Context: an optimization exercise on an open-source flow, tuned for small area. The choices shown serve that exercise and are no tape-out recipe.
Only simulation tests tie the RTL to the original design; equivalence was not proved.
Power and IR drop assume default switching activity.

Setup of run A:
Design getOperand, start of the top module:
module getOperand(
  output [31:0] operand1,
  output [31:0] operand2,
  input  [31:0] instruction, write_data,
  input         RegDst, clk, reset, extendopt, regwrite, ALUsrc
);
Size: about 39000 um2 of cells after synthesis.
Settings: LEC_CHECK=0, CAP_MARGIN=20, CORE_MARGIN=2, CORE_UTILIZATION=60, SLEW_MARGIN=20, SYNTH_HIERARCHICAL=1; clock period 6.0 ns.
standard.sh (not shown) runs the stock make flow with config.mk's settings and CLKGATE_MAP_FILE= SYNTH_SCRIPT=/design/flow/synth_recipe.tcl, a recipe that flattens the netlist after the stock synthesis.
==> flow/flow/run.sh <==
#!/bin/bash
# Standard layout, with the smallest port buffers, high-fanout drivers
# upsized before placement, and a clock tree of clkbuf_8 leaf clusters
# without dummy loads. Global placement keeps none of its own repair
# changes (GPL_KEEP_OVERFLOW=0): the resize step repairs the final placement.
set -euo pipefail
bash standard.sh \
  "BUFFER_PORTS_ARGS=-buffer_cell sky130_fd_sc_hd__buf_1" \
  "PRE_GLOBAL_PLACE_TCL=$(pwd)/flow/upsize.tcl" \
  "CTS_ARGS=-sink_clustering_enable -repair_clock_nets -dont_use_dummy_load -buf_list sky130_fd_sc_hd__clkbuf_8 -sink_clustering_size 16 -sink_clustering_max_diameter 70" \
  GPL_KEEP_OVERFLOW=0 ${TARGET:-finish} > make_finish.log 2>&1
==> flow/flow/upsize.tcl <==
# Before global placement: give the high-fanout nets a driver strong enough
# for their load, so that repair does not buffer them, and return single-load
# gates that synthesis sized up to the smallest size.
set upsize_map {
  sky130_fd_sc_hd__and2_0  sky130_fd_sc_hd__and2_2
  sky130_fd_sc_hd__and2_1  sky130_fd_sc_hd__and2_2
  sky130_fd_sc_hd__a31o_1  sky130_fd_sc_hd__a31o_2
  sky130_fd_sc_hd__a21o_1  sky130_fd_sc_hd__a21o_2
}
# and single-load gates that synthesis sized up, back to the smallest size
set downsize_map {
  sky130_fd_sc_hd__a22oi_2 sky130_fd_sc_hd__a22oi_1
  sky130_fd_sc_hd__nor3_2  sky130_fd_sc_hd__nor3_1
}
set upsized 0
set downsized 0
foreach inst [[ord::get_db_block] getInsts] {
  set master [[$inst getMaster] getName]
  if {![dict exists $upsize_map $master] && ![dict exists $downsize_map $master]} continue
  set fanout 0
  foreach it [$inst getITerms] {
    if {[$it isOutputSignal] && [$it getNet] != "NULL"} {
      set fanout [expr {[llength [[$it getNet] getITerms]] - 1}]
    }
  }
  if {[dict exists $upsize_map $master] && $fanout >= 20} {
    replace_cell [$inst getName] [dict get $upsize_map $master]
    incr upsized
  } elseif {[dict exists $downsize_map $master] && $fanout == 1} {
    replace_cell [$inst getName] [dict get $downsize_map $master]
    incr downsized
  }
}
# The reset gates of the write data (nor2b: Y = !A & B_N) load reset with the
# large A input of a strong nor2b; and2b (X = !A_N & B) computes the same with
# small inputs, so rebuild each high-fanout one as an and2b_2.
set block [ord::get_db_block]
set and2b [[ord::get_db] findMaster sky130_fd_sc_hd__and2b_2]
set swapped 0
foreach inst [$block getInsts] {
  if {[[$inst getMaster] getName] ne "sky130_fd_sc_hd__nor2b_1"} continue
  set na [[$inst findITerm A] getNet]
  set nb [[$inst findITerm B_N] getNet]
  set ny [[$inst findITerm Y] getNet]
  if {$na eq "NULL" || $nb eq "NULL" || $ny eq "NULL"} continue
  if {[llength [$ny getITerms]] - 1 < 20} continue
  set name [$inst getName]
  odb::dbInst_destroy $inst
  set new [odb::dbInst_create $block $and2b $name]
  [$new findITerm A_N] connect $na
  [$new findITerm B] connect $nb
  [$new findITerm X] connect $ny
  incr swapped
}
puts "upsize.tcl: rebuilt $swapped reset gates as and2b_2"
puts "upsize.tcl: upsized $upsized high-fanout drivers, downsized $downsized gates"
Relative to run A, the following input files were edited for run B:
- SLEW_MARGIN now 0, was 20
- CAP_MARGIN now 0, was 20
--- a/flow/flow/run.sh
+++ b/flow/flow/run.sh
@@ -8,4 +8,4 @@
   "BUFFER_PORTS_ARGS=-buffer_cell sky130_fd_sc_hd__buf_1" \
   "PRE_GLOBAL_PLACE_TCL=$(pwd)/flow/upsize.tcl" \
-  "CTS_ARGS=-sink_clustering_enable -repair_clock_nets -dont_use_dummy_load -buf_list sky130_fd_sc_hd__clkbuf_8 -sink_clustering_size 16 -sink_clustering_max_diameter 70" \
+  "CTS_ARGS=-sink_clustering_enable -repair_clock_nets -dont_use_dummy_load -buf_list sky130_fd_sc_hd__clkbuf_8 -sink_clustering_size 15 -sink_clustering_max_diameter 80" \
   GPL_KEEP_OVERFLOW=0 ${TARGET:-finish} > make_finish.log 2>&1
--- a/flow/flow/upsize.tcl
+++ b/flow/flow/upsize.tcl
@@ -5,4 +5,5 @@
   sky130_fd_sc_hd__and2_0  sky130_fd_sc_hd__and2_2
   sky130_fd_sc_hd__and2_1  sky130_fd_sc_hd__and2_2
+  sky130_fd_sc_hd__nor2b_1 sky130_fd_sc_hd__nor2b_2
   sky130_fd_sc_hd__a31o_1  sky130_fd_sc_hd__a31o_2
   sky130_fd_sc_hd__a21o_1  sky130_fd_sc_hd__a21o_2
@@ -32,25 +33,3 @@
   }
 }
-# The reset gates of the write data (nor2b: Y = !A & B_N) load reset with the
-# large A input of a strong nor2b; and2b (X = !A_N & B) computes the same with
-# small inputs, so rebuild each high-fanout one as an and2b_2.
-set block [ord::get_db_block]
-set and2b [[ord::get_db] findMaster sky130_fd_sc_hd__and2b_2]
-set swapped 0
-foreach inst [$block getInsts] {
-  if {[[$inst getMaster] getName] ne "sky130_fd_sc_hd__nor2b_1"} continue
-  set na [[$inst findITerm A] getNet]
-  set nb [[$inst findITerm B_N] getNet]
-  set ny [[$inst findITerm Y] getNet]
-  if {$na eq "NULL" || $nb eq "NULL" || $ny eq "NULL"} continue
-  if {[llength [$ny getITerms]] - 1 < 20} continue
-  set name [$inst getName]
-  odb::dbInst_destroy $inst
-  set new [odb::dbInst_create $block $and2b $name]
-  [$new findITerm A_N] connect $na
-  [$new findITerm B] connect $nb
-  [$new findITerm X] connect $ny
-  incr swapped
-}
-puts "upsize.tcl: rebuilt $swapped reset gates as and2b_2"
 puts "upsize.tcl: upsized $upsized high-fanout drivers, downsized $downsized gates"
Notes after the runs:
Of run B and run A, only run A finishes the flow clean.
Total power: run B above run A
On first-iteration DRC count, run A beats run B.
The path length in cells of the critical path of run B exceeds that of run A by 1.
Reported for run B and run A, synthesized net count turned out identical to the last digit.
What run C does differently from run B at the input level:
- swapping 0 for 20 in CAP_MARGIN
- swapping 0 for 20 in SLEW_MARGIN
[summary]
Looking at run C and run B, the number of nets in the finished design is a wash.
Run B and run C ended up with roughly the same post-synthesis simple-gate area fraction.
Run C has completed all stages; timing, DRC and antenna checks passed.
STATUS run=run B STAGES=ALL_DONE FINAL_CHECKS=FAILED CAUSE=max-capacitance violations, max-slew violations
Across both runs, slew at the pin with the worst max-slew slack was lower for run C than for run B.
--- input diff run C..run D ---
- changing CORE_UTILIZATION from 60 to 70
--- a/flow/flow/upsize.tcl
+++ b/flow/flow/upsize.tcl
@@ -5,5 +5,4 @@
   sky130_fd_sc_hd__and2_0  sky130_fd_sc_hd__and2_2
   sky130_fd_sc_hd__and2_1  sky130_fd_sc_hd__and2_2
-  sky130_fd_sc_hd__nor2b_1 sky130_fd_sc_hd__nor2b_2
   sky130_fd_sc_hd__a31o_1  sky130_fd_sc_hd__a31o_2
   sky130_fd_sc_hd__a21o_1  sky130_fd_sc_hd__a21o_2
@@ -33,3 +32,25 @@
   }
 }
+# The reset gates of the write data (nor2b: Y = !A & B_N) load reset with the
+# large A input of a strong nor2b; and2b (X = !A_N & B) computes the same with
+# small inputs, so rebuild each high-fanout one as an and2b_2.
+set block [ord::get_db_block]
+set and2b [[ord::get_db] findMaster sky130_fd_sc_hd__and2b_2]
+set swapped 0
+foreach inst [$block getInsts] {
+  if {[[$inst getMaster] getName] ne "sky130_fd_sc_hd__nor2b_1"} continue
+  set na [[$inst findITerm A] getNet]
+  set nb [[$inst findITerm B_N] getNet]
+  set ny [[$inst findITerm Y] getNet]
+  if {$na eq "NULL" || $nb eq "NULL" || $ny eq "NULL"} continue
+  if {[llength [$ny getITerms]] - 1 < 20} continue
+  set name [$inst getName]
+  odb::dbInst_destroy $inst
+  set new [odb::dbInst_create $block $and2b $name]
+  [$new findITerm A_N] connect $na
+  [$new findITerm B] connect $nb
+  [$new findITerm X] connect $ny
+  incr swapped
+}
+puts "upsize.tcl: rebuilt $swapped reset gates as and2b_2"
 puts "upsize.tcl: upsized $upsized high-fanout drivers, downsized $downsized gates"
- The flow completed for run D, but it is not clean: the layout still shows negative setup slack.
- Comparing run C and run D, net switching power figure is higher on run C.
- The total negative setup slack reported for run D is smaller than that of run C by 0.12 ns.
- The higher global-route usage came out of run D.
- In run D the power turned out 0.057 mW lower than in run C.
- Sequential power: run D vs run C — no meaningful difference
- Looking at fmax, run D sits 3.6% lower than run C does.
- Looking at total placed cells including tap cells, run D sits 110 below run C.
- The higher die span in x came out of run C.
- Per the comparison of run D with run C, number of buffers and inverters on the critical path shows no meaningful change; combinational share of power shows a reduction of 0.2 points; switching share of power shows a reduction of 0.25 points.

afterwards: timing with drivers on the ports:
No port has a modelled driver above. Below, the same layouts with a new extraction and two added sets of constraints.
Step 1 (the two cells are an assumption about what drives the block):
set clk [get_ports {clk}]
set_driving_cell -lib_cell sky130_fd_sc_hd__clkbuf_16 $clk
set_driving_cell -lib_cell sky130_fd_sc_hd__buf_2 [delete_from_list [all_inputs] $clk]
Step 2 moves the port delays by t, midway between the first and last clock arrival at a register: inputs arrive t later, outputs are due t later. That takes back most of the time a late clock gives input paths.
Slacks: no drivers / after step 1 / after step 2; pairs: no drivers / after step 1.
run | shift t [ns] | setup slack, ns | latest minus earliest clock arrival (ns)
run A | 0.739 | 0.159 / 0.130 / 0.130 | 0.063 / 0.064
run B | 0.757 | 0.222 / 0.195 / 0.195 | 0.062 / 0.062
run C | 0.758 | 0.148 / 0.117 / 0.117 | 0.067 / 0.067
run D | 0.740 | -0.070 / -0.093 / -0.093 | 0.087 / 0.087
For run C, which loses most, drivers alone change the setup slack by -0.031 ns; drivers and shift together by -0.031 ns.
